Source: an optimization exercise on an open RTL-to-GDS flow (aim: small area). Production flows keep margins and buffers that such runs may drop. Where RTL was checked, it was by simulation tests only, not by an equivalence proof against the original. For runs 1, 2 and 6, only the layout was checked, not whether the RTL still works. The clock cells of runs 4 to 6 come from the design's own scripts or RTL, not from TritonCTS. The clock port is modelled as an ideal driver, which makes a skipped or thinned clock tree look cheaper than it is; a real chip needs a root buffer or a tree. Power is estimated from default activity; no workload was simulated.

## flow/flow/resynth.sh

```bash
#!/bin/bash
# usage: resynth.sh in.v out.v
# Maps the combinational logic of a mapped netlist again for area with a few
# ABC scripts (run side by side) and keeps the smallest result. Flip-flop
# cells are kept as black boxes, so every register keeps its instance name
# and cell type.
set -uo pipefail
IN=$1; OUT=$2
FLOW=$(cd $(dirname $0) && pwd)
LIB=$FLOW_HOME/platforms/sky130hd/lib/sky130_fd_sc_hd__tt_025C_1v80.lib
TMP=$(dirname $OUT)/resynth_tmp
mkdir -p $TMP
for s in $FLOW/abc_*.script; do
  n=$(basename $s .script)
  cat > $TMP/$n.ys <<EOT
read_liberty -ignore_miss_func $LIB
read_verilog $IN
blackbox sky130_fd_sc_hd__df* sky130_fd_sc_hd__edf* sky130_fd_sc_hd__sdf* sky130_fd_sc_hd__sedf* sky130_fd_sc_hd__dl*
hierarchy -top $FLOW_TOP
flatten
opt_clean
techmap
opt -fast -purge
abc -liberty $LIB -dont_use *probe* -dont_use *lpflow* -script $s
opt_clean -purge
hilomap -singleton -hicell sky130_fd_sc_hd__conb_1 HI -locell sky130_fd_sc_hd__conb_1 LO
splitnets
opt_clean -purge
tee -o $TMP/$n.stat stat -liberty $LIB
write_verilog -noattr -noexpr -nohex -nodec $TMP/$n.v
EOT
  yosys -l $TMP/$n.log -q $TMP/$n.ys > /dev/null 2>&1 &
done
wait
best=""; besta=""
for s in $FLOW/abc_*.script; do
  n=$(basename $s .script)
  if [[ -f $TMP/$n.stat && -f $TMP/$n.v ]]; then
    a=$(grep "Chip area for module" $TMP/$n.stat | tail -1 | awk '{print $NF}')
    echo "$n: $a"
    if [[ -z "$besta" ]] || python3 -c "import sys; sys.exit(0 if $a < $besta else 1)"; then
      best=$n; besta=$a
    fi
  else
    echo "$n: failed"
  fi
done
echo "best: $best $besta"
cp $TMP/$best.v $OUT
```

## flow/flow/abc_ds2.script

```
strash; &get -n; &deepsyn -I 1 -J 200 -S 2; &put; dch -f; amap; strash; dch -f; amap; strash; dch -f; amap; topo
```

## flow/standard.sh

```bash
#!/bin/bash
# synth_recipe.tcl (not shown) runs the flow's synth.tcl, then flattens the netlist and writes it again
# the make line also repeats each setting of config.mk as NAME=value (left out here)
make -C /OpenROAD-flow-scripts/flow DESIGN_CONFIG=/design/flow/config.mk WORK_HOME=/design/flow/orfs CLKGATE_MAP_FILE= SYNTH_SCRIPT=/design/flow/synth_recipe.tcl "${@:-finish}"
```

## flow/flow/cts_args.txt

```
-sink_clustering_enable -repair_clock_nets -buf_list sky130_fd_sc_hd__clkbuf_8 -root_buf sky130_fd_sc_hd__clkbuf_8 -dont_use_dummy_load
```

## flow/flow/abc_ds1.script

```
strash; &get -n; &deepsyn -I 1 -J 200 -S 1; &put; dch -f; amap; strash; dch -f; amap; strash; dch -f; amap; topo
```

## flow/flow/abc_ds4.script

```
strash; &get -n; &deepsyn -I 1 -J 200 -S 4; &put; dch -f; amap; strash; dch -f; amap; strash; dch -f; amap; topo
```

## flow/flow/abc_2.script

```
strash; balance -l; resub -K 6 -l; rewrite -l; resub -K 6 -N 2 -l; refactor -l; resub -K 8 -l; balance -l; resub -K 8 -N 2 -l; rewrite -l; resub -K 10 -l; rewrite -z -l; resub -K 10 -N 2 -l; balance -l; resub -K 12 -l; refactor -z -l; resub -K 12 -N 2 -l; rewrite -z -l; balance -l; balance -l; resub -K 6 -l; rewrite -l; resub -K 6 -N 2 -l; refactor -l; resub -K 8 -l; balance -l; resub -K 8 -N 2 -l; rewrite -l; resub -K 10 -l; rewrite -z -l; resub -K 10 -N 2 -l; balance -l; resub -K 12 -l; refactor -z -l; resub -K 12 -N 2 -l; rewrite -z -l; balance -l; balance -l; resub -K 6 -l; rewrite -l; resub -K 6 -N 2 -l; refactor -l; resub -K 8 -l; balance -l; resub -K 8 -N 2 -l; rewrite -l; resub -K 10 -l; rewrite -z -l; resub -K 10 -N 2 -l; balance -l; resub -K 12 -l; refactor -z -l; resub -K 12 -N 2 -l; rewrite -z -l; balance -l; dch -f; amap; strash; dch -f; amap; topo
```

## flow/flow/abc_1.script

```
strash; dc2; dch -f; amap; strash; dch -f; amap; topo
```

## flow/design.v

```verilog
module bit_scaler(
d,
y
);
input      [7:0]d;
output    [16:0]y;
wire     [335:0]ta = {21'd662586, 21'd618413, 21'd574242, 21'd530069, 21'd485896, 21'd441723, 21'd397553, 21'd353379, 21'd309206, 21'd265033, 21'd220860, 21'd176689, 21'd132516, 21'd88343, 21'd44170, 21'd0};
wire     [335:0]tb = {21'd897414, 21'd894652, 21'd891892, 21'd889131, 21'd886371, 21'd883609, 21'd880847, 21'd878088, 21'd875326, 21'd872567, 21'd869805, 21'd867045, 21'd864284, 21'd861524, 21'd858762, 21'd856000};
wire      [20:0]a = ta[d[7:4]*21 +: 21];
wire      [20:0]b = tb[d[3:0]*21 +: 21];
wire      [21:0]c;
wire      [20:0]s;
assign c[0] = 1'b0;
genvar i;
generate for (i = 0; i < 21; i = i + 1) begin : rc
  assign s[i]   = a[i] ^ b[i] ^ c[i];
  assign c[i+1] = (a[i] & b[i]) | (c[i] & (a[i] ^ b[i]));
end endgenerate
assign y = s[20:4];
endmodule
module pwm_signal(
clk,
rst,
position,
load,
pwm_out,
tap
);
input           clk;
input           rst;
input      [7:0]position;
input           load;
output reg      pwm_out;
output reg [7:0]tap;
localparam [20:0] FRAME_LAST = 21'h10C8DF;  
reg        [7:0]pos;             
reg       [20:0]_time;           
wire      [21:0]_time_next = _time + 1'b1;
wire      [16:0]pulse_length;
wire            wrap = &(_time | ~FRAME_LAST);
bit_scaler bs(.d(pos), .y(pulse_length));
always @(posedge clk) begin
  if (rst) begin
    pos <= 8'd0;
    tap <= 8'hFC;
  end else begin
    if (load) pos <= position;
    tap <= pulse_length[7:0];
  end
end
always @(posedge clk) begin
  if (rst || wrap) _time <= 21'd0;
  else             _time <= _time_next[20:0];
end
always @(posedge clk) begin
  if (rst)                                pwm_out <= 1'b0;
  else if (wrap)                          pwm_out <= 1'b1;
  else if (_time_next >= pulse_length)    pwm_out <= 1'b0;
end
endmodule
module servo_driver(
clk,
rst,
pulse_request,
pwm_out,
rdy_in,
akn_in_out,
addr,
tap
);
input           clk;
input           rst;             
input      [7:0]pulse_request;
input           rdy_in;
input      [7:0]addr;
output          pwm_out;
output          akn_in_out;
output     [7:0]tap;
parameter LOCAL_ADDR = 8'H1;
reg             send_data;       
reg             send_akn;        
reg        [2:0]seq;             
reg        [7:0]data;            
wire            idle  = ~seq[2] & ~seq[0];
wire            save  = ~seq[1] &  seq[0];
wire            send2 =  seq[1] & ~seq[0];
wire            step  = idle ? send_data : (save ? send_akn : 1'b1);
assign akn_in_out = send_akn;
always @(posedge clk) begin
  if (rst) begin
    send_data <= 1'b0;
    send_akn  <= 1'b0;
    seq       <= 3'b000;
  end else begin
    if (send_data) begin
      if (save) begin
        send_data <= 1'b0;
        send_akn  <= 1'b1;
      end
    end else if (send_akn) begin
      if (~rdy_in) send_akn <= 1'b0;
    end else if (rdy_in && (addr == LOCAL_ADDR)) begin
      send_data <= 1'b1;
    end
    if (step) seq <= {seq[1:0], ~seq[2]};
  end
end
always @(posedge clk) begin
  if (idle) data <= pulse_request;
end
pwm_signal PWM1(
  .clk(clk),
  .rst(rst),
  .position(data),
  .load(send2),
  .pwm_out(pwm_out),
  .tap(tap)
);
endmodule
```

## flow/flow/run.sh

```bash
#!/bin/bash
# Layout flow: the standard synthesis, then the combinational logic of its
# netlist is mapped again for area (the registers are kept as they are), then
# the standard ORFS flow from floorplan to finish.
set -euo pipefail
WORK=$(pwd)
FLOW=$WORK/flow
R=$WORK/orfs/results/$FLOW_PLATFORM/servo_driver/base

bash standard.sh synth > $WORK/std_synth.log 2>&1

cp $R/1_2_yosys.v $WORK/std_netlist.v
bash $FLOW/resynth.sh $WORK/std_netlist.v $WORK/resynth.v > $WORK/resynth.log 2>&1

cp $WORK/resynth.v $R/1_2_yosys.v
touch $R/1_2_yosys.v $R/1_2_yosys.sdc
rm -f $R/1_synth.odb $R/1_synth.sdc

bash standard.sh \
  "BUFFER_PORTS_ARGS=-buffer_cell sky130_fd_sc_hd__buf_1" \
  "CTS_ARGS=$(cat $FLOW/cts_args.txt)" \
  finish > $WORK/std_finish.log 2>&1
```

## flow/flow/abc_ds3.script

```
strash; &get -n; &deepsyn -I 1 -J 200 -S 3; &put; dch -f; amap; strash; dch -f; amap; strash; dch -f; amap; topo
```

## flow/constraint.sdc

```tcl
create_clock -name core_clock -period 25.0 [get_ports {clk}]
set_input_delay 5.0000 -clock core_clock [delete_from_list [all_inputs] [get_ports {clk}]]
set_output_delay 5.0000 -clock core_clock [all_outputs]
set_load 0.01 [all_outputs]
```

## flow/config.mk

```make
export PLATFORM = sky130hd
export DESIGN_NAME = servo_driver
export DESIGN_NICKNAME = servo_driver
export VERILOG_FILES = /design/flow/design.v
export SDC_FILE = /design/flow/constraint.sdc
export NUM_CORES = 4
export LEC_CHECK = 0
export CAP_MARGIN = 20
export CORE_MARGIN = 2
export CORE_UTILIZATION = 40
export SLEW_MARGIN = 20
```

==> results of run 1 <==
[cells in the final DEF, fill, tap and decap left out, types with 2 or more instances in the layout]
| cell | instances |
|---|---|
| a211oi_1 | 9 |
| a21o_1 | 3 |
| a21oi_1 | 26 |
| a221oi_1 | 2 |
| a31oi_1 | 3 |
| and2_0 | 2 |
| and3_1 | 3 |
| buf_1 | 28 |
| clkbuf_8 | 5 |
| clkinv_1 | 38 |
| dfxtp_1 | 43 |
| edfxtp_1 | 8 |
| nand2_1 | 54 |
| nor2_1 | 90 |
| nor2b_1 | 3 |
| nor3_1 | 19 |
| nor3b_1 | 3 |
| o21a_1 | 7 |
| o21ai_0 | 47 |
| o21bai_1 | 2 |
| o22ai_1 | 8 |
| o32ai_1 | 2 |
| or2_0 | 2 |
| or3_1 | 3 |
[metal layers]
layer / wire length, um / up-vias / part of all wire
met4: 72 / 0 / 0.012
met2: 2650 / 63 / 0.43
met3: 261 / 6 / 0.043
li1: - / 1422 / -
met1: 3110 / 1122 / 0.51
met5: 0 / - / 0
[worst max-delay path: cells and delay by family (launching register included)]
| kind | cells | cell delay (ns) |
|---|---|---|
| AND/OR/NAND/NOR | 19 | 2.35 |
| AO/OA/AOI/OAI | 16 | 3.11 |
| flip-flops | 1 | 0.38 |
| buffers and inverters | 4 | 0.67 |
[layout make-up]
class | count | area share
clock buffer | 5 | 0.0232
inverter | 38 | 0.0480
multi-input combinational | 300 | 0.490
sequential | 51 | 0.371
tap | 77 | 0.0324
timing repair buffer | 28 | 0.0354
[power by group]
| part | switching, mW | leakage [nW] | total (mW) | internal (mW) |
|---|---|---|---|---|
| clock network | 0.0243 | 0.0359 | 0.0424 | 0.0181 |
| logic | 0.00332 | 0.531 | 0.00505 | 0.00173 |
| registers | 0.00117 | 0.430 | 0.0872 | 0.0861 |
[flip-flops by register name, summed over array words and instances, names as in the netlist]
register	flops
PWM1._time	21
send_akn	1
PWM1.pos	8
PWM1.pwm_out	1
PWM1.tap	8
send_data	1
seq	3
data	8
[per-stage QoR]
stage	power [mW]	worst slack, ns	cell area (um^2)	hold slack, ns
finish	0.135	18.46	2970	0.446
global route	0.140	17.70	2970	0.468
CTS	0.136	18.52	2970	0.453
detailed placement	0.0943	18.46	2900	0.432
global placement	0.0941	18.52	2900	0.431
floorplan	0.0919	19.14	2700	0.417
[worst max-delay path by stage]
stage	start	to	cells past startpoint
2_1_floorplan	rst	PWM1.pos[0]$_SDFFE_PP0P_	4
3_3_place_gp	rst	PWM1._time[11]$_SDFF_PP0_	3
3_5_place_dp	rst	PWM1.pos[7]$_SDFFE_PP0P_	5
4_1_cts	PWM1.pos[6]$_SDFFE_PP0P_	PWM1.pwm_out$_SDFFE_PP0P_	39
5_1_grt	PWM1.pos[6]$_SDFFE_PP0P_	PWM1.pwm_out$_SDFFE_PP0P_	39
6_report	PWM1.pos[6]$_SDFFE_PP0P_	PWM1.pwm_out$_SDFFE_PP0P_	39
==> summary.md, run 1 <==
| Metric | Value |
|---|---|
| Remaining antenna violation count | `0` |
| CTS Buf Count | `5` |
| Max Slew Vio Count | `0` |
| Outcome | `no timing/DRC/antenna violations` |
| Detailed-route via count | `2613` |
| CTS H-tree lvls | `2` |
| Port Buffer Count | `28` |
| Worst-Skew Late Latency | `0.31 ns` |
| Kind of critical path | `reg -> reg` |
| Worst hold start | `data[5]$_DFFE_PP_` |
| DRC violations left | `0` |
| CP Data Arrival Time | `6.80 ns` |
| FILL cells | `between 600 and 700` |
| Routed vias/inst | `5.24` |
| Setup TNS | `0 ns` |
| Final Instance Count excl. Fillers | `499` |
| CP endpoint kind | `flip-flop` |
| R2r endpoint | `PWM1.pwm_out$_SDFFE_PP0P_` |
| Core area | `approximately 0.0064 mm^2` |
| LEAKAGE | `between 0.9 and 1 nW` |
| Crit share post-route | `0.262` |
| # setup viols final | `0` |
| Worst-case clock buffer depth | `2` |
| I/O Pins | `29` |
| Syn nets | `408` |
| Peak supply drop | `0.0000263 V` |
| Placed insts | `494` |
| First-pass GRT wire length | `10100 um` |
| R2r setup slk | `around 18 ns` |
| DR WL/cell | `12.2 um` |
| GRT busiest layer | `met2` |
| Fin crit period | `6.54 ns` |
| Layout cell share with drive strength beyond 1 | `0.0118` |
| PwrDens | `~45 mW/mm^2` |
| Final nets | `443` |
| Hold Path Sink | `PWM1.pos[5]$_SDFFE_PP0P_` |
| MaxCap Viol Count | `0` |
| CP startpoint kind | `flip-flop` |
| Post-CTS Setup Repair Bufs | `0` |
| Hold_buf cts | `0` |
| Final Util | `0.462` |
| Crit-path max cell delay | `0.65 ns` |
| Area delta synth->final | `10.0%` |
| Avg Inst Size Synth | `6.94 um^2` |
| Yosys warns | `2` |
| Most used cell, CP | `nand2_1` |
| Vias in the first global route | `2210` |
| Clock Root Buffer | `clkbuf_8` |
| Achievable frequency | `153 MHz` |
| Chip width | `86.2 um` |
| Worst Clk Skew | `between 0.02 and 0.03 ns` |
| Starting Density | `0.420` |
| Met1 Track Usage GR | `0.239` |
| Worst R2R Path Depth | `39` |
| Hold Path Stages | `2` |
| CTS Sinks | `51` |
| Iteration-0 DRC Markers | `186` |
| Mapped cell area | `around 0.0027 mm^2` |
| Post-Synthesis Cells | `between 300 and 400` |
| Largest net degree at the start of global routing | `20` |
| Die area | `0.00742 mm^2` |
| Met2 usage | `0.257` |
| Hold crit path type | `reg -> reg` |
| Final Hold Fails | `0` |
| Die height | `86.2 um` |
| Worst-path maximum fanout | `7` |
| Met3 GRT Util | `0.0318` |
| Placement row count | `29` |
| Worst r2r src | `PWM1.pos[6]$_SDFFE_PP0P_` |
| CTS tree | `yes` |
| Worst Max-Slew Pin Slew | `1.03 ns` |
| Pre-Repair DR Iteration Count | `4` |
| Rel. slew slack | `0.313` |
| Diodes inserted | `0` |
| Crit path required time | `25.25 ns` |
| Sequential Area | `0.00110 mm^2` |
| Slowest stage cell, crit path | `o21ai_0` |
| Clock-pin slew on the worst setup and hold paths | `roughly 0.1 ns` |
| Post-cts sizing count | `0` |
| Total global-route track usage | `0.168` |
| Area occupied by multi-input gates | `0.00146 mm^2` |
| Congestion Overflow GR | `0` |
| Initial antenna violation count | `0` |
| Detailed placer's ending HPWL | `4720 um` |
| Final RePlAce weighted congestion | `roughly 0.96` |
| RSZ-0062 raised after global routing | `no` |
| Final WL | `6090 um` |
==> inputs of run 2 (changes only) <==
==> flow/flow/abc_p1_a.script (new file) <==
strash; dc2; dch -f; amap; strash; dch -f; amap; topo
==> flow/flow/abc_p1_b.script (new file) <==
strash; balance -l; resub -K 6 -l; rewrite -l; resub -K 6 -N 2 -l; refactor -l; resub -K 8 -l; balance -l; resub -K 8 -N 2 -l; rewrite -l; resub -K 10 -l; rewrite -z -l; resub -K 10 -N 2 -l; balance -l; resub -K 12 -l; refactor -z -l; resub -K 12 -N 2 -l; rewrite -z -l; balance -l; balance -l; resub -K 6 -l; rewrite -l; resub -K 6 -N 2 -l; refactor -l; resub -K 8 -l; balance -l; resub -K 8 -N 2 -l; rewrite -l; resub -K 10 -l; rewrite -z -l; resub -K 10 -N 2 -l; balance -l; resub -K 12 -l; refactor -z -l; resub -K 12 -N 2 -l; rewrite -z -l; balance -l; balance -l; resub -K 6 -l; rewrite -l; resub -K 6 -N 2 -l; refactor -l; resub -K 8 -l; balance -l; resub -K 8 -N 2 -l; rewrite -l; resub -K 10 -l; rewrite -z -l; resub -K 10 -N 2 -l; balance -l; resub -K 12 -l; refactor -z -l; resub -K 12 -N 2 -l; rewrite -z -l; balance -l; dch -f; amap; strash; dch -f; amap; topo
==> flow/flow/abc_p1_ds1.script (new file) <==
strash; &get -n; &deepsyn -I 1 -J 200 -S 1; &put; dch -f; amap; strash; dch -f; amap; strash; dch -f; amap; topo
==> flow/flow/abc_p1_ds2.script (new file) <==
strash; &get -n; &deepsyn -I 1 -J 200 -S 2; &put; dch -f; amap; strash; dch -f; amap; strash; dch -f; amap; topo
==> flow/flow/abc_p1_ds3.script (new file) <==
strash; &get -n; &deepsyn -I 1 -J 200 -S 3; &put; dch -f; amap; strash; dch -f; amap; strash; dch -f; amap; topo
==> flow/flow/abc_p1_ds4.script (new file) <==
strash; &get -n; &deepsyn -I 1 -J 200 -S 4; &put; dch -f; amap; strash; dch -f; amap; strash; dch -f; amap; topo
==> flow/flow/abc_p2_ds5.script (new file) <==
strash; &get -n; &deepsyn -I 1 -J 200 -S 5; &put; dch -f; amap; strash; dch -f; amap; strash; dch -f; amap; topo
==> flow/flow/abc_p2_ds6.script (new file) <==
strash; &get -n; &deepsyn -I 1 -J 200 -S 6; &put; dch -f; amap; strash; dch -f; amap; strash; dch -f; amap; topo
==> flow/flow/abc_p2_ds7.script (new file) <==
strash; &get -n; &deepsyn -I 1 -J 200 -S 7; &put; dch -f; amap; strash; dch -f; amap; strash; dch -f; amap; topo
==> flow/flow/abc_p2_ds8.script (new file) <==
strash; &get -n; &deepsyn -I 1 -J 200 -S 8; &put; dch -f; amap; strash; dch -f; amap; strash; dch -f; amap; topo
==> flow/flow/abc_p3_ds10.script (new file) <==
strash; &get -n; &deepsyn -I 1 -J 200 -S 10; &put; dch -f; amap; strash; dch -f; amap; strash; dch -f; amap; topo
==> flow/flow/abc_p3_ds11.script (new file) <==
strash; &get -n; &deepsyn -I 1 -J 200 -S 11; &put; dch -f; amap; strash; dch -f; amap; strash; dch -f; amap; topo
==> flow/flow/abc_p3_ds12.script (new file) <==
strash; &get -n; &deepsyn -I 1 -J 200 -S 12; &put; dch -f; amap; strash; dch -f; amap; strash; dch -f; amap; topo
==> flow/flow/abc_p3_ds9.script (new file) <==
strash; &get -n; &deepsyn -I 1 -J 200 -S 9; &put; dch -f; amap; strash; dch -f; amap; strash; dch -f; amap; topo
==> flow/flow/resynth.sh (replaced) <==
#!/bin/bash
# usage: resynth.sh in.v out.v
# Maps the combinational logic of a mapped netlist again for area. Each pass
# runs its ABC scripts (abc_pN_*.script) side by side on the best netlist so
# far and keeps the smallest result. Flip-flop cells are kept as black
# boxes, so every register keeps its instance name and cell type.
set -uo pipefail
IN=$1; OUT=$2
FLOW=$(cd $(dirname $0) && pwd)
LIB=$FLOW_HOME/platforms/sky130hd/lib/sky130_fd_sc_hd__tt_025C_1v80.lib
TMP=$(dirname $OUT)/resynth_tmp
mkdir -p $TMP
cur=$IN; cura=""
for pass in 1 2 3; do
  for s in $FLOW/abc_p${pass}_*.script; do
    n=$(basename $s .script)
    cat > $TMP/$n.ys <<EOT
read_liberty -ignore_miss_func $LIB
read_verilog $cur
blackbox sky130_fd_sc_hd__df* sky130_fd_sc_hd__edf* sky130_fd_sc_hd__sdf* sky130_fd_sc_hd__sedf* sky130_fd_sc_hd__dl*
hierarchy -top $FLOW_TOP
flatten
opt_clean
techmap
opt -fast -purge
abc -liberty $LIB -dont_use *probe* -dont_use *lpflow* -script $s
opt_clean -purge
hilomap -singleton -hicell sky130_fd_sc_hd__conb_1 HI -locell sky130_fd_sc_hd__conb_1 LO
splitnets
opt_clean -purge
tee -o $TMP/$n.stat stat -liberty $LIB
write_verilog -noattr -noexpr -nohex -nodec $TMP/$n.v
EOT
    yosys -l $TMP/$n.log -q $TMP/$n.ys > /dev/null 2>&1 &
  done
  wait
  for s in $FLOW/abc_p${pass}_*.script; do
    n=$(basename $s .script)
    if [[ -f $TMP/$n.stat && -f $TMP/$n.v ]]; then
      a=$(grep "Chip area for module" $TMP/$n.stat | tail -1 | awk '{print $NF}')
      echo "pass $pass $n: $a"
      if [[ -z "$cura" ]] || python3 -c "import sys; sys.exit(0 if $a < $cura else 1)"; then
        cur=$TMP/$n.v; cura=$a
      fi
    else
      echo "pass $pass $n: failed"
    fi
  done
  echo "after pass $pass: $cur $cura"
done
cp $cur $OUT
removed: flow/flow/abc_1.script
removed: flow/flow/abc_2.script
removed: flow/flow/abc_ds1.script
removed: flow/flow/abc_ds2.script
removed: flow/flow/abc_ds3.script
removed: flow/flow/abc_ds4.script
==> run 2 against run 1 <==
Effect of this change: synthesized cell count down 2.3%; critical path depth fell by 34; sequential cell count unchanged; sequential share of layout area rose by 0.64 points; worst setup slack gained 0.36 ns; first-iteration DRC count is 23% lower; fmax is 5.8% higher; non-clock buffer count is the same; count of clock-buffer cells in the layout unchanged; cell area is 1.7% lower; worst hold slack improved by 0.0078 ns; largest cell class unchanged.
==> summary.md, run 2 <==
| Metric | Value |
|---|---|
| Outcome | `no timing/DRC/antenna violations` |
| Worst path depth | `5` |
| Crit path required time | `between 20 and 30 ns` |
| CP cell instances | `buf_1 -> clkinv_1 -> nand2_1 -> o21ai_0 -> o21ai_0` |
| Final Hold Fails | `0` |
| Post-cts sizing count | `0` |
| Sequential Area | `0.00110 mm^2` |
| CP startpoint kind | `input pin` |
| Max Slew Vio Count | `0` |
| Largest net degree at the start of global routing | `17` |
| Worst-Skew Late Latency | `between 0.2 and 0.3 ns` |
| Achievable frequency | `162 MHz` |
| Kind of critical path | `in -> reg` |
| Die area | `0.00729 mm^2` |
| CP bufs+invs | `2` |
| Logic pwr share | `0.036` |
| Final RePlAce weighted congestion | `0.923` |
| Wl on met1 | `3030 um` |
| Final WL | `6080 um` |
| Layout cell share with drive strength beyond 1 | `0.0121` |
| Avg Inst Size Synth | `6.97 um^2` |
| Clock-pin slew on the worst setup and hold paths | `0.08 ns` |
| Clock power share | `0.313` |
| Crit share post-route | `0.248` |
| Remaining antenna violation count | `0` |
| Hold_buf cts | `0` |
| Mapped cell area | `0.00265 mm^2` |
| Hold Path Stages | `2` |
| PwrDens | `between 40 and 50 mW/mm^2` |
| Congestion Overflow GR | `0` |
| Area delta synth->final | `10.2%` |
| DR WL/cell | `12.4 um` |
| Detailed-route via count | `2638` |
| Rel. slew slack | `0.547` |
| Hold crit path type | `reg -> reg` |
| Initial antenna violation count | `0` |
| Pre-Repair DR Iteration Count | `4` |
| Routed vias/inst | `5.38` |
| Worst R2R Path Depth | `38` |
| CTS tree | `yes` |
| Diodes inserted | `0` |
| CP endpoint kind | `flip-flop` |
| Worst Clk Skew | `approximately 0.0033 ns` |
| Vias in the first global route | `2335` |
| Setup TNS | `0 ns` |
| Iteration-0 DRC Markers | `between 100 and 150` |
| FILL cells | `648` |
| Net Sw Frac | `0.211` |
| Met3 WL | `357 um` |
| Met2 WL | `2600 um` |
| Final nets | `434` |
| Slowest stage cell, crit path | `clkinv_1` |
| Final setup margin | `18.81 ns` |
| DRC violations left | `0` |
| CTS H-tree lvls | `2` |
| CTS Sinks | `between 50 and 60` |
| Crit-path max cell delay | `roughly 0.36 ns` |
| I/O Pins | `29` |
| MaxCap Viol Count | `0` |
| Crit path max-delay family | `buffers and inverters` |
| Area occupied by multi-input gates | `0.00143 mm^2` |
| CP Data Arrival Time | `approximately 6.4 ns` |
| Total global-route track usage | `0.178` |
| Worst-case clock buffer depth | `2` |
| First-pass GRT wire length | `roughly 11000 um` |
| Commonest non-fill, non-tap cell in the layout | `nor2_1` |
| Highest metal used | `met4` |
| Reg with most FFs | `PWM1._time` |
| Syn nets | `approximately 400` |
| Detailed placer's ending HPWL | `approximately 4700 um` |
| Worst-path maximum fanout | `11` |
| Fin crit period | `6.19 ns` |
| Largest register FFs | `21` |
| CTS Buf Count | `5` |
| # setup viols final | `0` |
| Placement row count | `29` |
| Int Pwr | `0.106 mW` |
| RSZ-0062 raised after global routing | `no` |
| Clock Root Buffer | `clkbuf_8` |
| Port Buffer Count | `28` |
| Reg power frac | `0.651` |
| Post-CTS Setup Repair Bufs | `0` |
| Chip width | `roughly 85 um` |
| Die height | `roughly 85 um` |
| Peak supply drop | `0.0000294 V` |
| Post-Synthesis Cells | `380` |
| Yosys warns | `2` |
| Starting Density | `0.415` |
| Pre-CTS setup slack | `18.45 ns` |
| Worst Max-Slew Pin Slew | `just under 0.7 ns` |
| Most used cell, CP | `o21ai_0` |
| LEAKAGE | `approximately 1 nW` |
| Switch Pwr | `around 0.028 mW` |
| Core area | `0.00639 mm^2` |
| Most frequent cells in the layout | `nor2_1 (74), nand2_1 (62), o21ai_0 (59)` |
-- run 2: power by group through the flow --
stage | Sequential, mW | Combinational [mW] | Clock [mW]
after floorplan | 0.0888 | 0.00280 | 0
after global placement | 0.0893 | 0.00467 | 0
after detailed placement | 0.0892 | 0.00486 | 0
after CTS | 0.0872 | 0.00487 | 0.0434
after global routing | 0.0875 | 0.00553 | 0.0464
final | 0.0872 | 0.00481 | 0.0420
-- run 2: worst min-delay path, stage by stage (launching register included) --
cell and delay [ns]:
edfxtp_1 0.33, nand2_1 0.04, o21ai_0 0.05
-- run 2: area by class of cell --
class	instances	share of cell area
timing repair buffer	28	0.0360
multi-input combinational	296	0.488
inverter	33	0.0424
tap	77	0.0330
clock buffer	5	0.0236
sequential	51	0.377
-- run 2: metrics by stage --
| stage | cells | hold WS (ns) | total power, mW | utilization | instance area (um^2) |
|---|---|---|---|---|---|
| 6_report | 490 | 0.454 | 0.134 | 0.457 | 2920 |
| 5_1_grt | 490 | 0.480 | 0.139 | 0.457 | 2920 |
| 4_1_cts | 490 | 0.460 | 0.136 | 0.457 | 2920 |
| 3_5_place_dp | 485 | 0.437 | 0.0940 | 0.447 | 2850 |
| 3_3_place_gp | 485 | 0.436 | 0.0939 | 0.447 | 2850 |
| 2_1_floorplan | 380 | 0.418 | 0.0916 | - | 2650 |
-- run 2: metal layers --
| metal | global-route usage | vias up |
|---|---|---|
| met1 | 0.251 | 1162 |
| met4 | 0.0620 | 0 |
| met3 | 0.0302 | 9 |
| li1 | - | 1393 |
| met5 | 0 | - |
| met2 | 0.273 | 74 |
-- run 2: final timing paths --
path / end / startpoint / slack [ns]
setup reg to reg: PWM1.pwm_out$_SDFFE_PP0P_ / PWM1.pos[3]$_SDFFE_PP0P_ / 19.00
hold reg to reg: PWM1.pos[5]$_SDFFE_PP0P_ / data[5]$_DFFE_PP_ / 0.45
setup / recovery: PWM1.pos[2]$_SDFFE_PP0P_ / rst / 18.81
hold / removal: PWM1.pos[5]$_SDFFE_PP0P_ / data[5]$_DFFE_PP_ / 0.45
==> inputs of run 3 (changes only) <==
--- a/flow/design.v
+++ b/flow/design.v
@@ -25,5 +25,5 @@
 load,
 pwm_out,
-tap
+low_byte
 );
 input           clk;
@@ -32,5 +32,5 @@
 input           load;
 output reg      pwm_out;
-output reg [7:0]tap;
+output     [7:0]low_byte;        
 localparam [20:0] FRAME_LAST = 21'h10C8DF;  
 reg        [7:0]pos;             
@@ -40,12 +40,8 @@
 wire            wrap = &(_time | ~FRAME_LAST);
 bit_scaler bs(.d(pos), .y(pulse_length));
+assign low_byte = pulse_length[7:0];
 always @(posedge clk) begin
-  if (rst) begin
-    pos <= 8'd0;
-    tap <= 8'hFC;
-  end else begin
-    if (load) pos <= position;
-    tap <= pulse_length[7:0];
-  end
+  if (rst)       pos <= 8'd0;
+  else if (load) pos <= position;
 end
 always @(posedge clk) begin
@@ -85,4 +81,5 @@
 wire            save  = ~seq[1] &  seq[0];
 wire            send2 =  seq[1] & ~seq[0];
+wire            send3 =  seq[2] & ~seq[1];
 wire            step  = idle ? send_data : (save ? send_akn : 1'b1);
 assign akn_in_out = send_akn;
@@ -106,6 +103,8 @@
   end
 end
+wire       [7:0]low_byte;
 always @(posedge clk) begin
-  if (idle) data <= pulse_request;
+  if (idle)       data <= pulse_request;
+  else if (send2) data <= low_byte;
 end
 pwm_signal PWM1(
@@ -115,5 +114,6 @@
   .load(send2),
   .pwm_out(pwm_out),
-  .tap(tap)
+  .low_byte(low_byte)
 );
+assign tap = send3 ? data : low_byte;
 endmodule
==> run 3 against run 2 <==
Effect of this change: sequential cell count fell by 8; largest power group is now combinational cells; highest routed layer unchanged; non-clock buffer count did not move; area after synthesis fell by 1.0%; sequential share of layout area shrank 5.2 points; utilization decreased by 0.17 points; count of clock-buffer cells in the layout did not move; cell area shrank 0.94%.
==> summary.md, run 3 <==
| Metric | Value |
|---|---|
| Kind of critical path | `reg -> out` |
| Critical Path Source | `PWM1.pos[4]$_SDFFE_PP0P_` |
| Port Buffer Count | `28` |
| Final nets | `449` |
| Area occupied by multi-input gates | `0.00148 mm^2` |
| Reg with most FFs | `PWM1._time` |
| Worst Max-Slew Pin Slew | `0.681 ns` |
| Post-Synthesis Cells | `395` |
| Crit path max-delay family | `compound AO/OA/AOI/OAI gates` |
| Worst hold start | `PWM1._time[0]$_SDFF_PP0_` |
| I/O Pins | `29` |
| Highest metal used | `met4` |
| Met3 WL | `257 um` |
| Largest register FFs | `21` |
| Congestion Overflow GR | `0` |
| DR WL/cell | `13.3 um` |
| MaxCap Viol Count | `0` |
| Routed vias/inst | `about 5.4` |
| Peak supply drop | `0.0000309 V` |
| Slowest stage cell, crit path | `dfxtp_1` |
| Achievable frequency | `103 MHz` |
| Detailed-route via count | `2723` |
| Largest net degree at the start of global routing | `16` |
| Area delta synth->final | `10.3%` |
| CTS H-tree lvls | `2` |
| Logic pwr share | `0.401` |
| Crit-path max cell delay | `between 0.4 and 0.5 ns` |
| Worst-path maximum fanout | `7` |
| Mapped cell area | `0.00262 mm^2` |
| Starting Density | `0.413` |
| Net Sw Frac | `0.401` |
| Worst-case clock buffer depth | `2` |
| Rel. slew slack | `0.544` |
| Met2 WL | `3020 um` |
| Commonest non-fill, non-tap cell in the layout | `nor2_1` |
| Final WL | `around 6700 um` |
| RSZ-0062 raised after global routing | `no` |
| CP startpoint kind | `flip-flop` |
| Sequential Area | `approximately 940 um^2` |
| Pre-Repair DR Iteration Count | `4` |
| CTS Buf Count | `5` |
| Core area | `0.00635 mm^2` |
| CP bufs+invs | `4` |
| Int Pwr | `0.119 mW` |
| Final RePlAce weighted congestion | `a little over 0.9` |
| Total global-route track usage | `0.195` |
| Most used cell, CP | `nor2_1` |
| Iteration-0 DRC Markers | `137` |
| Clock-pin slew on the worst setup and hold paths | `0.09 ns` |
| Biggest regs | `PWM1._time x21, PWM1.pos x8, data x8` |
| Placement row count | `29` |
| Switch Pwr | `0.0794 mW` |
| Die area | `0.00722 mm^2` |
| Syn nets | `414` |
| Wl on met1 | `roughly 3400 um` |
| Hold_buf cts | `0` |
| Reg power frac | `0.396` |
| Post-cts sizing count | `0` |
| # setup viols final | `0` |
| Worst Clk Skew | `0.0165 ns` |
| Worst-Skew Late Latency | `0.29 ns` |
| CP Data Arrival Time | `4.71 ns` |
| Detailed placer's ending HPWL | `approximately 5200 um` |
| CTS Sinks | `43` |
| Clock power share | `0.203` |
| Final Hold Fails | `0` |
| Yosys warns | `2` |
| Die height | `85.0 um` |
| Max Slew Vio Count | `0` |
| FILL cells | `roughly 650` |
| CTS tree | `yes` |
| Clock Root Buffer | `clkbuf_8` |
| Diodes inserted | `0` |
| Hold crit path type | `reg -> reg` |
| R2r setup slk | `18.31 ns` |
| Fin crit period | `between 9 and 10 ns` |
| Avg Inst Size Synth | `~6.6 um^2` |
| Fin Hold WS | `between 0.4 and 0.5 ns` |
| First-pass GRT wire length | `11600 um` |
| Crit share post-route | `0.388` |
| Remaining antenna violation count | `0` |
| Outcome | `no timing/DRC/antenna violations` |
| LEAKAGE | `a little under 1 nW` |
| PwrDens | `a little under 70 mW/mm^2` |
| Initial antenna violation count | `0` |
| Crit path required time | `20.00 ns` |
| Setup TNS | `0 ns` |
| Vias in the first global route | `2464` |
| Post-CTS Setup Repair Bufs | `0` |
| Chip width | `85.0 um` |
| Worst r2r src | `PWM1.pos[4]$_SDFFE_PP0P_` |
| Layout cell share with drive strength beyond 1 | `0.0117` |
| DRC violations left | `0` |
| CP endpoint kind | `primary output` |
| Most frequent cells in the layout | `nor2_1 (93), clkinv_1 (53), a21oi_1 (43)` |
## run 3: cell count changes in the layout (fill, tap and decap cells not counted), sizes merged, moves of 8 or more
cell    before  now
a21oi       22   43
clkinv      33   53
dfxtp       43   35
nand2       62   38
nor2        74   93
nor3        20   12
o21ai       59   40
o22ai       13   25
## run 3: layer usage
layer / track usage / vias to the layer above
li1: - / 1453
met1: 0.272 / 1207
met2: 0.313 / 59
met3: 0.0311 / 4
met4: 0.0577 / 0
met5: 0 / -
## run 3: through the flow
stage / utilization / setup WS [ns] / power, mW / cell area (um^2) / cells
floorplan: - / 16.42 / 0.137 / 2620 / 395
global placement: 0.445 / 15.76 / 0.159 / 2820 / 500
detailed placement: 0.445 / 15.78 / 0.159 / 2820 / 500
CTS: 0.456 / 15.41 / 0.199 / 2890 / 505
global route: 0.456 / 14.68 / 0.213 / 2890 / 505
finish: 0.456 / 15.29 / 0.198 / 2890 / 505
## run 3: worst reg2reg max path, delay by kind of cell (launching register included)
| kind | cells | cell delay (ns) |
|---|---|---|
| flops | 1 | 0.48 |
| compound gates | 22 | 3.41 |
| simple gates | 22 | 2.19 |
| buf+inv | 3 | 0.56 |
## run 3: power by group through the flow
| stage | Clock (mW) | Combinational, mW | Sequential (mW) |
|---|---|---|---|
| after CTS | 0.0410 | 0.0794 | 0.0784 |
| after global placement | 0 | 0.0787 | 0.0799 |
| after global routing | 0.0438 | 0.0906 | 0.0790 |
| after floorplan | 0 | 0.0576 | 0.0791 |
| final | 0.0403 | 0.0794 | 0.0785 |
| after detailed placement | 0 | 0.0791 | 0.0799 |
## run 3: layout make-up
| class | instances | share of cell area |
|---|---|---|
| clock buffer | 5 | 0.0238 |
| multi-input combinational | 299 | 0.513 |
| tap | 77 | 0.0333 |
| sequential | 43 | 0.325 |
| timing repair buffer | 28 | 0.0363 |
| inverter | 53 | 0.0688 |
## run 3: worst paths after layout
path,endpoint,depth (start not counted)
max,tap[7],27
min reg2reg,PWM1._time[0]$_SDFF_PP0_,1
min,PWM1._time[0]$_SDFF_PP0_,1
max reg2reg,PWM1.pwm_out$_SDFFE_PP0P_,47
==> inputs of run 4 (changes only) <==
--- a/flow/flow/run.sh
+++ b/flow/flow/run.sh
@@ -19,4 +19,4 @@
 bash standard.sh \
   "BUFFER_PORTS_ARGS=-buffer_cell sky130_fd_sc_hd__buf_1" \
-  "CTS_ARGS=$(cat $FLOW/cts_args.txt)" \
+  "PRE_CTS_TCL=$FLOW/clock_leaves.tcl" \
   finish > $WORK/std_finish.log 2>&1
==> flow/flow/clock_leaves.tcl (new file) <==
# PRE_CTS_TCL hook: a one-level clock tree. The clock port drives K leaf
# clock buffers, each placed at the centre of a group of flip-flops (k-means
# on their positions). K is the smallest from 2 to 4 whose worst estimated
# flip-flop clock slew stays under SLEW_LIMIT. TritonCTS is then not run
# (clock_tree_synthesis becomes a no-op); the rest of cts.tcl (placement
# legalisation, timing repair) runs as usual.

set leaf_cell sky130_fd_sc_hd__clkbuf_8
set slew_limit 0.110

proc leaves_kmeans { sinks k } {
  set n [llength $sinks]
  set cs {}
  for {set i 0} {$i < $k} {incr i} {
    set s [lindex $sinks [expr {int(($i + 0.5) * $n / $k)}]]
    lappend cs [list [lindex $s 1] [lindex $s 2]]
  }
  set asg {}
  for {set iter 0} {$iter < 50} {incr iter} {
    set sx {}; set sy {}; set cnt {}
    for {set i 0} {$i < $k} {incr i} { lappend sx 0; lappend sy 0; lappend cnt 0 }
    set asg {}
    foreach s $sinks {
      set best 0; set bd 1e30
      for {set i 0} {$i < $k} {incr i} {
        set c [lindex $cs $i]
        set d [expr {abs([lindex $s 1]-[lindex $c 0]) + abs([lindex $s 2]-[lindex $c 1])}]
        if {$d < $bd} { set bd $d; set best $i }
      }
      lappend asg $best
      lset sx $best [expr {[lindex $sx $best] + [lindex $s 1]}]
      lset sy $best [expr {[lindex $sy $best] + [lindex $s 2]}]
      lset cnt $best [expr {[lindex $cnt $best] + 1}]
    }
    for {set i 0} {$i < $k} {incr i} {
      if {[lindex $cnt $i] > 0} {
        lset cs $i [list [expr {[lindex $sx $i] / [lindex $cnt $i]}] [expr {[lindex $sy $i] / [lindex $cnt $i]}]]
      }
    }
  }
  return [list $cs $asg]
}

proc leaves_insert { cell k } {
  set block [ord::get_db_block]
  set master [[ord::get_db] findMaster $cell]
  set clknet [$block findNet clk]
  set sinks {}
  foreach it [$clknet getITerms] {
    set b [[$it getInst] getBBox]
    lappend sinks [list $it [expr {([$b xMin]+[$b xMax])/2.0}] [expr {([$b yMin]+[$b yMax])/2.0}]]
  }
  set sinks [lsort -real -index 1 $sinks]
  lassign [leaves_kmeans $sinks $k] cs asg
  set made {}
  for {set i 0} {$i < $k} {incr i} {
    set inst [odb::dbInst_create $block $master clkleaf_$i]
    set net [odb::dbNet_create $block clk_leaf_$i]
    $net setSigType CLOCK
    [$inst findITerm A] connect $clknet
    [$inst findITerm X] connect $net
    set c [lindex $cs $i]
    $inst setLocation [expr {int([lindex $c 0])}] [expr {int([lindex $c 1])}]
    $inst setPlacementStatus PLACED
    set leafnet($i) $net
    lappend made [list $inst $net]
  }
  foreach s $sinks a $asg {
    set it [lindex $s 0]
    $it disconnect
    $it connect $leafnet($a)
  }
  return [list $made $sinks]
}

proc leaves_remove { made sinks } {
  set block [ord::get_db_block]
  set clknet [$block findNet clk]
  foreach s $sinks {
    set it [lindex $s 0]
    $it disconnect
    $it connect $clknet
  }
  foreach m $made {
    lassign $m inst net
    odb::dbInst_destroy $inst
    odb::dbNet_destroy $net
  }
}

proc leaves_worst_slew { } {
  set worst 0
  foreach p [get_pins -hierarchical */CLK] {
    set s [get_property $p slew_max]
    if {$s > $worst} { set worst $s }
  }
  return $worst
}

set_propagated_clock [all_clocks]
for {set k 2} {$k <= 4} {incr k} {
  lassign [leaves_insert $leaf_cell $k] made sinks
  estimate_parasitics -placement
  set w [leaves_worst_slew]
  puts "clock leaves: $k x $leaf_cell, worst estimated clock pin slew $w"
  if {$w <= $slew_limit || $k == 4} { break }
  leaves_remove $made $sinks
}

rename clock_tree_synthesis my_flow_unused_clock_tree_synthesis
proc clock_tree_synthesis { args } {
  puts "clock tree already built by the PRE_CTS_TCL hook"
  set_propagated_clock [all_clocks]
}
removed: flow/flow/cts_args.txt
==> run 4 against run 3 <==
Effect of this change: still clean on timing, DRC and antenna; global-route usage fell by 0.85 points; sequential share of layout area rose by 0.16 points; via count fell by 1.0%; clock skew rose by 0.027 ns; area after synthesis did not move; register-to-register slack improved by 0.03 ns; first-iteration DRC count rose by 15%; worst setup slack improved by 0.19 ns; utilization fell by 0.22 points; sequential power barely moved; power fell by 4.1%; critical endpoint unchanged; highest routed layer unchanged.
==> summary.md, run 4 <==
| Metric | Value |
|---|---|
| Outcome | `no timing/DRC/antenna violations` |
| Peak supply drop | `0.0000304 V` |
| CP startpoint kind | `flip-flop` |
| Syn nets | `roughly 410` |
| Die height | `85.0 um` |
| Net Sw Frac | `0.393` |
| Yosys warns | `2` |
| Detailed-route via count | `2695` |
| Hold_buf cts | `0` |
| Kind of critical path | `reg -> out` |
| Placement row count | `29` |
| Area delta synth->final | `9.78%` |
| Crit path required time | `20.00 ns` |
| Total global-route track usage | `0.187` |
| Hold Path Sink | `PWM1._time[0]$_SDFF_PP0_` |
| Reg with most FFs | `PWM1._time` |
| Finished Cell Area | `0.00288 mm^2` |
| Final nets | `448` |
| Post-Synthesis Cells | `395` |
| Largest net degree at the start of global routing | `18` |
| Reg power frac | `0.413` |
| Biggest regs | `PWM1._time x21, PWM1.pos x8, data x8` |
| First-pass GRT wire length | `roughly 12000 um` |
| Largest register FFs | `21` |
| Crit-path max cell delay | `0.46 ns` |
| Initial antenna violation count | `0` |
| Fin crit period | `9.52 ns` |
| Remaining antenna violation count | `0` |
| DR WL/cell | `about 13 um` |
| CP endpoint kind | `primary output` |
| Detailed placer's ending HPWL | `~5200 um` |
| Post-CTS Setup Repair Bufs | `0` |
| Worst Max-Slew Pin Slew | `0.677 ns` |
| Int Pwr | `0.115 mW` |
| Final RePlAce weighted congestion | `approximately 0.93` |
| Achievable frequency | `approximately 110 MHz` |
| Mapped cell area | `~0.0026 mm^2` |
| Port Buffer Count | `28` |
| Clock power share | `0.169` |
| Diodes inserted | `0` |
| Worst r2r src | `PWM1.pos[6]$_SDFFE_PP0P_` |
| Fin Hold WS | `0.460 ns` |
| Logic pwr share | `0.418` |
| Switch Pwr | `0.0748 mW` |
| Setup TNS | `0 ns` |
| Vias in the first global route | `2448` |
| Slowest stage cell, crit path | `dfxtp_1` |
| MaxCap Viol Count | `0` |
| R2r endpoint | `PWM1.pwm_out$_SDFFE_PP0P_` |
| Worst-path maximum fanout | `8` |
| # setup viols final | `0` |
| Routed vias/inst | `5.35` |
| Worst Clk Skew | `between 0.04 and 0.05 ns` |
| Worst hold start | `PWM1._time[0]$_SDFF_PP0_` |
| Final WL | `6610 um` |
| R2r setup slk | `~18 ns` |
| Most used cell, CP | `nor2_1` |
| Worst R2R Path Depth | `47` |
| LEAKAGE | `0.971 nW` |
| Clock-pin slew on the worst setup and hold paths | `~0.11 ns` |
| Worst-Skew Late Latency | `0.17 ns` |
| Crit share post-route | `0.381` |
| Chip width | `85.0 um` |
| Core area | `roughly 0.0063 mm^2` |
| Final Hold Fails | `0` |
| Starting Density | `0.413` |
| Iteration-0 DRC Markers | `157` |
| Pre-Repair DR Iteration Count | `4` |
| I/O Pins | `29` |
| Die area | `0.00722 mm^2` |
| RSZ-0062 raised after global routing | `no` |
| Hold Path Stages | `1` |
| Layout cell share with drive strength beyond 1 | `0.00937` |
| Most frequent cells in the layout | `nor2_1 (93), clkinv_1 (53), a21oi_1 (43)` |
| Max Slew Vio Count | `0` |
| Post-Place Cell Area | `0.00282 mm^2` |
| CP Data Arrival Time | `4.52 ns` |
| Post-cts sizing count | `0` |
| Avg Inst Size Synth | `roughly 6.6 um^2` |
| Commonest non-fill, non-tap cell in the layout | `nor2_1` |
| Congestion Overflow GR | `0` |
| DRC violations left | `0` |
| Rel. slew slack | `0.547` |
| Hold crit path type | `reg -> reg` |
| PwrDens | `between 60 and 70 mW/mm^2` |
run 4: cell count changes in the layout (fill, tap and decap cells not counted), sizes merged:
cell / previous run / this run
clkbuf: 5 / 4
run 4: per-stage QoR:
step	std cells	total power, mW	utilization	worst slack (ns)
2_1_floorplan	395	0.137	-	16.42
3_3_place_gp	500	0.159	0.445	15.76
3_5_place_dp	500	0.159	0.445	15.78
4_1_cts	504	0.191	0.453	15.56
5_1_grt	504	0.205	0.453	14.77
6_report	504	0.190	0.453	15.48
run 4: layout make-up:
cell class              instances  area (um^2)
well taps                      77         96.3
flip-flops and latches         43          941
plain buffers                   4         55.1
fillers                       652         3470
repair buffers                 28          105
multi-input cells             299         1480
inverters                      53          199
run 4: worst max path at each step:
| stage | from | endpoint | slack, ns | cells past startpoint |
|---|---|---|---|---|
| after floorplan | PWM1.pos[6]$_SDFFE_PP0P_ | tap[7] | 16.42 | 26 |
| after global placement | PWM1.pos[7]$_SDFFE_PP0P_ | tap[7] | 15.76 | 27 |
| after detailed placement | PWM1.pos[6]$_SDFFE_PP0P_ | tap[7] | 15.78 | 27 |
| after CTS | PWM1.pos[6]$_SDFFE_PP0P_ | tap[7] | 15.56 | 27 |
| after global routing | PWM1.pos[6]$_SDFFE_PP0P_ | tap[7] | 14.77 | 27 |
| final | PWM1.pos[6]$_SDFFE_PP0P_ | tap[7] | 15.48 | 27 |
run 4: worst max-delay path: cells and delay by family (launching register included):
kind / cells / cell delay (ns)
AOI/OAI and AO/OA: 13 / 2.30
DFF: 1 / 0.46
and+or+nand+nor: 10 / 0.93
buffers and inverters: 4 / 0.69
run 4: routing by layer:
| layer | track usage | share of wire | vias up |
|---|---|---|---|
| li1 | - | - | 1451 |
| met4 | 0.0231 | 0.014 | 0 |
| met3 | 0.0146 | 0.030 | 8 |
| met2 | 0.309 | 0.44 | 46 |
| met5 | 0 | 0 | - |
| met1 | 0.274 | 0.51 | 1190 |
run 4: power by group through the flow:
stage                     sequential [mW]  clock (mW)  combinational (mW)
after floorplan                    0.0791           0              0.0576
after global placement             0.0799           0              0.0787
after detailed placement           0.0799           0              0.0791
after CTS                          0.0784      0.0331              0.0794
after global routing               0.0790      0.0358              0.0906
final                              0.0785      0.0321              0.0796
==> inputs of run 5 (changes only) <==
--- a/flow/design.v
+++ b/flow/design.v
@@ -77,5 +77,5 @@
 reg             send_akn;        
 reg        [2:0]seq;             
-reg        [7:0]data;            
+reg        [7:0]data_n;          
 wire            idle  = ~seq[2] & ~seq[0];
 wire            save  = ~seq[1] &  seq[0];
@@ -105,15 +105,15 @@
 wire       [7:0]low_byte;
 always @(posedge clk) begin
-  if (idle)       data <= pulse_request;
-  else if (send2) data <= low_byte;
+  if (idle)       data_n <= ~pulse_request;
+  else if (send2) data_n <= ~low_byte;
 end
 pwm_signal PWM1(
   .clk(clk),
   .rst(rst),
-  .position(data),
+  .position(~data_n),
   .load(send2),
   .pwm_out(pwm_out),
   .low_byte(low_byte)
 );
-assign tap = send3 ? data : low_byte;
+assign tap = send3 ? ~data_n : low_byte;
 endmodule
==> run 5 against run 4 <==
Effect of this change: sequential power down 7.8%; die area shrank 1.5%; worst setup slack better by 0.34 ns; cell area shrank 2.0%; first-iteration DRC count decreased by 13%; via count up 1.4%; power fell by 43%; area after synthesis fell by 1.6%; combinational power decreased by 92%; utilization shrank 0.37 points; clock power is 6.9% lower; critical path depth fell by 4; critical endpoint unchanged.
==> summary.md, run 5 <==
| Metric | Value |
|---|---|
| Iteration-0 DRC Markers | `137` |
| Initial antenna violation count | `0` |
| Detailed-route via count | `~2700` |
| Sequential Area | `941 um^2` |
| Pre-Repair DR Iteration Count | `5` |
| Final RePlAce weighted congestion | `approximately 0.87` |
| Most frequent cells in the layout | `nor2_1 (83), nand2_1 (50), o21ai_0 (45)` |
| Post-cts sizing count | `0` |
| # setup viols final | `0` |
| Hold_buf cts | `0` |
| Crit path required time | `20.00 ns` |
| LEAKAGE | `0.924 nW` |
| Total global-route track usage | `0.187` |
| Starting Density | `0.411` |
| Remaining antenna violation count | `0` |
| MaxCap Viol Count | `0` |
| Chip width | `84.3 um` |
| Commonest non-fill, non-tap cell in the layout | `nor2_1` |
| RSZ-0062 raised after global routing | `no` |
| Reg with most FFs | `PWM1._time` |
| Power Total | `0.108 mW` |
| Biggest regs | `PWM1._time x21, PWM1.pos x8, data_n x8` |
| Kind of critical path | `reg -> out` |
| Finished Cell Area | `0.00282 mm^2` |
| Routed vias/inst | `about 5.6` |
| Final Hold Fails | `0` |
| Largest register FFs | `21` |
| Congestion Overflow GR | `0` |
| Diodes inserted | `0` |
| Final Instance Count excl. Fillers | `490` |
| Die area | `a little over 0.007 mm^2` |
| PwrDens | `38.4 mW/mm^2` |
| Peak supply drop | `0.0000380 V` |
| First-pass GRT wire length | `about 11000 um` |
| Layout cell share with drive strength beyond 1 | `0.00726` |
| Die height | `84.3 um` |
| Fin crit period | `9.18 ns` |
| Avg Inst Size Synth | `roughly 6.8 um^2` |
| Area delta synth->final | `9.41%` |
| I/O Pins | `29` |
| Post-Place Cell Area | `between 0.002 and 0.003 mm^2` |
| Worst Max-Slew Pin Slew | `0.679 ns` |
| Clock-pin slew on the worst setup and hold paths | `between 0.1 and 0.15 ns` |
| CP Data Arrival Time | `around 4.2 ns` |
| Placement row count | `29` |
| Worst-Skew Late Latency | `0.16 ns` |
| Post-Synthesis Cells | `382` |
| Crit share post-route | `0.367` |
| Rel. slew slack | `0.546` |
| Outcome | `no timing/DRC/antenna violations` |
| Yosys warns | `2` |
| Worst Clk Skew | `0.0171 ns` |
| Vias in the first global route | `2432` |
| Met3 GRT Util | `0.0128` |
| Mapped cell area | `0.00258 mm^2` |
| Max Slew Vio Count | `0` |
| Area occupied by multi-input gates | `between 0.001 and 0.0015 mm^2` |
| Detailed placer's ending HPWL | `roughly 5400 um` |
| Core area | `about 0.0063 mm^2` |
| GRT busiest layer | `met2` |
| Syn nets | `~400` |
| CP startpoint kind | `flip-flop` |
| DR WL/cell | `~14 um` |
| CP endpoint kind | `primary output` |
| Worst-path maximum fanout | `9` |
| Placed insts | `487` |
| Setup TNS | `0 ns` |
| Final nets | `434` |
| DRC violations left | `0` |
| Port Buffer Count | `28` |
| Largest net degree at the start of global routing | `16` |
| Met1 Track Usage GR | `0.265` |
| Met2 usage | `0.313` |
| Hold crit path type | `reg -> reg` |
| Post-CTS Setup Repair Bufs | `0` |
| FILL cells | `660` |
| Final WL | `between 6000 and 7000 um` |
| Achievable frequency | `109 MHz` |
==> run 5: cell type report <==
| cell class | instances | share of cell area |
|---|---|---|
| Buffer | 3 | 0.0146 |
| Inverter | 44 | 0.0585 |
| Multi-Input combinational cell | 295 | 0.522 |
| Sequential cell | 43 | 0.333 |
| Tap cell | 77 | 0.0341 |
| Timing Repair Buffer | 28 | 0.0372 |
==> run 5: final timing paths <==
kind	start	endpoint	slack (ns)	cells after the start
setup / recovery	PWM1.pos[5]$_SDFFE_PP0P_	tap[7]	15.82	23
hold / removal	PWM1._time[0]$_SDFF_PP0_	PWM1._time[0]$_SDFF_PP0_	0.42	1
setup reg to reg	PWM1.pos[5]$_SDFFE_PP0P_	PWM1.pwm_out$_SDFFE_PP0P_	18.79	39
hold reg to reg	PWM1._time[0]$_SDFF_PP0_	PWM1._time[0]$_SDFF_PP0_	0.42	1
==> run 5: metal layers <==
metal | wire length (um) | part of all wire
met1 | 3280 | 0.49
met3 | 278 | 0.041
met2 | 2990 | 0.44
met5 | 0 | 0
met4 | 191 | 0.028
==> run 5: power breakdown <==
group	internal (mW)	switching, mW
Sequential	0.0716	0.000811
Clock	0.0111	0.0187
Combinational	0.00233	0.00382
Total	0.0850	0.0234
==> run 5: per-stage QoR <==
stage | hold WS [ns] | utilization | setup slack, ns
5_1_grt | 0.456 | 0.450 | 15.26
6_report | 0.424 | 0.450 | 15.82
3_5_place_dp | 0.414 | 0.443 | 16.07
2_1_floorplan | 0.401 | - | 16.78
3_3_place_gp | 0.408 | 0.443 | 16.27
4_1_cts | 0.428 | 0.450 | 15.84
==> run 5: critical path: stages (launching register included) <==
cell	delay (ns)
dfxtp_1	0.48
clkinv_1	0.28
nor2_1	0.20
nor2_1	0.07
o21ai_0	0.30
a31oi_1	0.12
o21ai_0	0.20
o21ai_0	0.20
o21ai_0	0.32
o22ai_1	0.15
o21ai_0	0.26
nand2_1	0.10
nand2_1	0.09
nand2_1	0.06
nand2_1	0.08
nand2_1	0.06
o21ai_0	0.10
nand2_1	0.09
o21ai_0	0.10
nand2_1	0.09
o21ai_0	0.13
clkinv_1	0.15
o22ai_1	0.20
buf_1	0.18
==> inputs of run 6 (changes only) <==
--- a/flow/design.v
+++ b/flow/design.v
@@ -36,6 +36,21 @@
 reg        [7:0]pos;             
 reg       [20:0]_time;           
-wire      [21:0]_time_next = _time + 1'b1;
+wire      [20:0]_time_next;       
+wire      [21:0]inc_c;
+wire            pulse_end;         
 wire      [16:0]pulse_length;
+assign inc_c[0] = 1'b1;
+genvar i;
+generate for (i = 0; i < 21; i = i + 1) begin : inc
+  assign _time_next[i] = _time[i] ^ inc_c[i];
+  assign inc_c[i+1]    = _time[i] & inc_c[i];
+end endgenerate
+wire      [17:0]ge;
+assign ge[0] = 1'b1;
+generate for (i = 0; i < 17; i = i + 1) begin : cmp
+  assign ge[i+1] = (_time_next[i] & ~pulse_length[i]) |
+                   (~(_time_next[i] ^ pulse_length[i]) & ge[i]);
+end endgenerate
+assign pulse_end = ge[17] | (|_time_next[20:17]) | inc_c[21];
 wire            wrap = &(_time | ~FRAME_LAST);
 bit_scaler bs(.d(pos), .y(pulse_length));
@@ -47,10 +62,10 @@
 always @(posedge clk) begin
   if (rst || wrap) _time <= 21'd0;
-  else             _time <= _time_next[20:0];
+  else             _time <= _time_next;
 end
 always @(posedge clk) begin
   if (rst)                                pwm_out <= 1'b0;
   else if (wrap)                          pwm_out <= 1'b1;
-  else if (_time_next >= pulse_length)    pwm_out <= 1'b0;
+  else if (pulse_end)                     pwm_out <= 1'b0;
 end
 endmodule
==> run 6 against run 5 <==
Effect of this change: area after synthesis about the same; register-to-register slack worse by 0.47 ns; fmax shrank 4.1%; sequential cell count stayed put; synthesized cell count increased by 0.79%; final cell count increased by 0.82%; sequential share of layout area down 0.074 points; utilization is 0.10 points higher; via count up 0.40%; critical endpoint unchanged.
==> summary.md, run 6 <==
| Metric | Value |
|---|---|
| I/O Pins | `29` |
| Syn nets | `~400` |
| MaxCap Viol Count | `0` |
| CP startpoint kind | `flip-flop` |
| Starting Density | `0.411` |
| Iteration-0 DRC Markers | `180` |
| Detailed-route via count | `around 2700` |
| Crit path max-delay family | `compound AO/OA/AOI/OAI gates` |
| Met3 GRT Util | `0.00885` |
| Final RePlAce weighted congestion | `0.919` |
| Largest register FFs | `21` |
| Crit share post-route | `0.383` |
| CP endpoint kind | `primary output` |
| Worst Max-Slew Pin Slew | `0.673 ns` |
| CP bufs+invs | `3` |
| Largest net degree at the start of global routing | `17` |
| Total global-route track usage | `0.184` |
| GRT busiest layer | `met2` |
| Switch Pwr | `~0.024 mW` |
| Slowest stage cell, crit path | `dfxtp_1` |
| Reg with most FFs | `PWM1._time` |
| Final nets | `between 400 and 500` |
| Fin crit period | `approximately 9.6 ns` |
| Placement row count | `29` |
| Worst Clk Skew | `0.00276 ns` |
| DR WL/cell | `13.4 um` |
| Die area | `0.00710 mm^2` |
| Commonest non-fill, non-tap cell in the layout | `nor2_1` |
| Net Sw Frac | `0.215` |
| Diodes inserted | `0` |
| Crit path required time | `20.00 ns` |
| Post-Synthesis Cells | `385` |
| Hold crit path type | `reg -> reg` |
| Final Util | `0.451` |
| Pre-Repair DR Iteration Count | `5` |
| Power Total | `roughly 0.11 mW` |
| Reg power frac | `0.680` |
| Most used cell, CP | `nor2_1` |
| Outcome | `no timing/DRC/antenna violations` |
| Port Buffer Count | `28` |
| Met1 Track Usage GR | `0.270` |
| Logic pwr share | `0.060` |
| Biggest regs | `PWM1._time x21, PWM1.pos x8, data_n x8` |
| Worst-Skew Late Latency | `0.15 ns` |
| Rel. slew slack | `0.549` |
| Kind of critical path | `reg -> out` |
| Max Slew Vio Count | `0` |
| Most frequent cells in the layout | `nor2_1 (87), o21ai_0 (42), clkinv_1 (41), a21oi_1 (41), nand2_1 (38)` |
| Hold_buf cts | `0` |
| Detailed placer's ending HPWL | `5270 um` |
| DRC violations left | `0` |
| Congestion Overflow GR | `0` |
| RSZ-0062 raised after global routing | `no` |
| Peak supply drop | `0.0000291 V` |
| First-pass GRT wire length | `11200 um` |
| Die height | `84.3 um` |
| Mapped cell area | `0.00258 mm^2` |
| Post-CTS Setup Repair Bufs | `0` |
| Int Pwr | `0.0877 mW` |
| Routed vias/inst | `between 5 and 6` |
| Final Hold Fails | `0` |
| Clock-pin slew on the worst setup and hold paths | `0.09 ns` |
| # setup viols final | `0` |
| Remaining antenna violation count | `0` |
| Worst-path maximum fanout | `10` |
| Fin Hold WS | `0.417 ns` |
| Area delta synth->final | `9.70%` |
| Achievable frequency | `104 MHz` |
| CP Data Arrival Time | `around 4.6 ns` |
| Clock power share | `0.261` |
| Layout cell share with drive strength beyond 1 | `0.00959` |
| Avg Inst Size Synth | `between 6 and 7 um^2` |
| PwrDens | `between 30 and 40 mW/mm^2` |
| LEAKAGE | `0.974 nW` |
| Post-cts sizing count | `0` |
| Crit-path max cell delay | `between 0.4 and 0.5 ns` |
| Core area | `between 0.006 and 0.007 mm^2` |
| Chip width | `84.3 um` |
| Vias in the first global route | `2362` |
| FILL cells | `approximately 660` |
| Final WL | `6620 um` |
| Yosys warns | `2` |
| Setup TNS | `0 ns` |
| Initial antenna violation count | `0` |
| Met2 usage | `0.306` |
==> run 6: per-layer routing <==
metal / share of wire / vias to the layer above
li1: - / 1452
met1: 0.49 / 1226
met2: 0.46 / 59
met3: 0.037 / 6
met4: 0.0098 / 0
met5: 0 / -
==> run 6: worst paths after layout <==
check	startpoint	endpoint	slack, ns	depth (start not counted)
worst max-delay path	PWM1.pos[4]$_SDFFE_PP0P_	tap[7]	15.43	27
worst min-delay path	PWM1._time[0]$_SDFF_PP0_	PWM1._time[0]$_SDFF_PP0_	0.42	1
worst max register to register	PWM1.pos[4]$_SDFFE_PP0P_	PWM1.pwm_out$_SDFFE_PP0P_	18.32	43
worst min register to register	PWM1._time[0]$_SDFF_PP0_	PWM1._time[0]$_SDFF_PP0_	0.42	1
==> run 6: cell type report <==
| class | count | area [um^2] | share of cell area |
|---|---|---|---|
| tap | 77 | 96.3 | 0.0341 |
| buffer | 3 | 41.3 | 0.0146 |
| timing repair buffer | 29 | 113 | 0.0398 |
| inverter | 41 | 154 | 0.0544 |
| sequential | 43 | 941 | 0.333 |
| multi-input combinational | 301 | 1480 | 0.525 |
==> run 6: power by group through the flow <==
stage / combinational (mW) / sequential [mW] / clock, mW
after floorplan: 0.00428 / 0.0770 / 0
after global placement: 0.00669 / 0.0776 / 0
after detailed placement: 0.00666 / 0.0776 / 0
after CTS: 0.00669 / 0.0760 / 0.0300
after global routing: 0.00759 / 0.0764 / 0.0323
final: 0.00667 / 0.0760 / 0.0291
==> run 6: metrics by stage <==
stage                     worst slack, ns  instances  cell area [um^2]
after floorplan                     16.31        385              2580
after global placement              15.79        491              2790
after detailed placement            15.63        491              2790
after CTS                           15.43        494              2830
after global routing                14.64        494              2830
final                               15.43        494              2830

-- static timing again, ports no longer ideal --
Ports are ideal in the flow. The routed layouts listed here were re-timed in OpenROAD.
Step 1: set_driving_cell puts a clkbuf_16 on clk and a buf_2 on each other input, an assumption about the parent block.
Step 2, shift: input delay + t, output delay - t, t = (earliest + latest rising clock arrival at the registers) / 2. This alone moves slack from input paths to output paths.
Slacks: ideal ports / drivers / drivers and shift; pairs: ideal ports / drivers.
run | t (ns) | setup WS [ns] | slew at the worst register clock pin (ns) | worst slew at a driven data input, ns | pins driven straight from the clock port
run 1 | 0.326 | 18.456 / 18.456 / 18.456 | 0.10 / 0.10 | 0.03 | 1
run 2 | 0.322 | 18.812 / 18.819 / 18.497 | 0.08 / 0.08 | 0.03 | 1
run 3 | 0.315 | 15.292 / 15.264 / 15.579 | 0.09 / 0.09 | 0.03 | 1
run 4 | 0.198 | 15.481 / 15.426 / 15.624 | 0.11 / 0.11 | 0.04 | 4
run 5 | 0.202 | 15.823 / 15.776 / 15.977 | 0.11 / 0.11 | 0.03 | 3
run 6 | 0.197 | 15.430 / 15.382 / 15.579 | 0.09 / 0.09 | 0.04 | 3
After both steps every run listed still meets setup and hold. For run 2, which loses most, drivers alone change the setup slack by +0.007 ns; drivers and shift together by -0.315 ns.
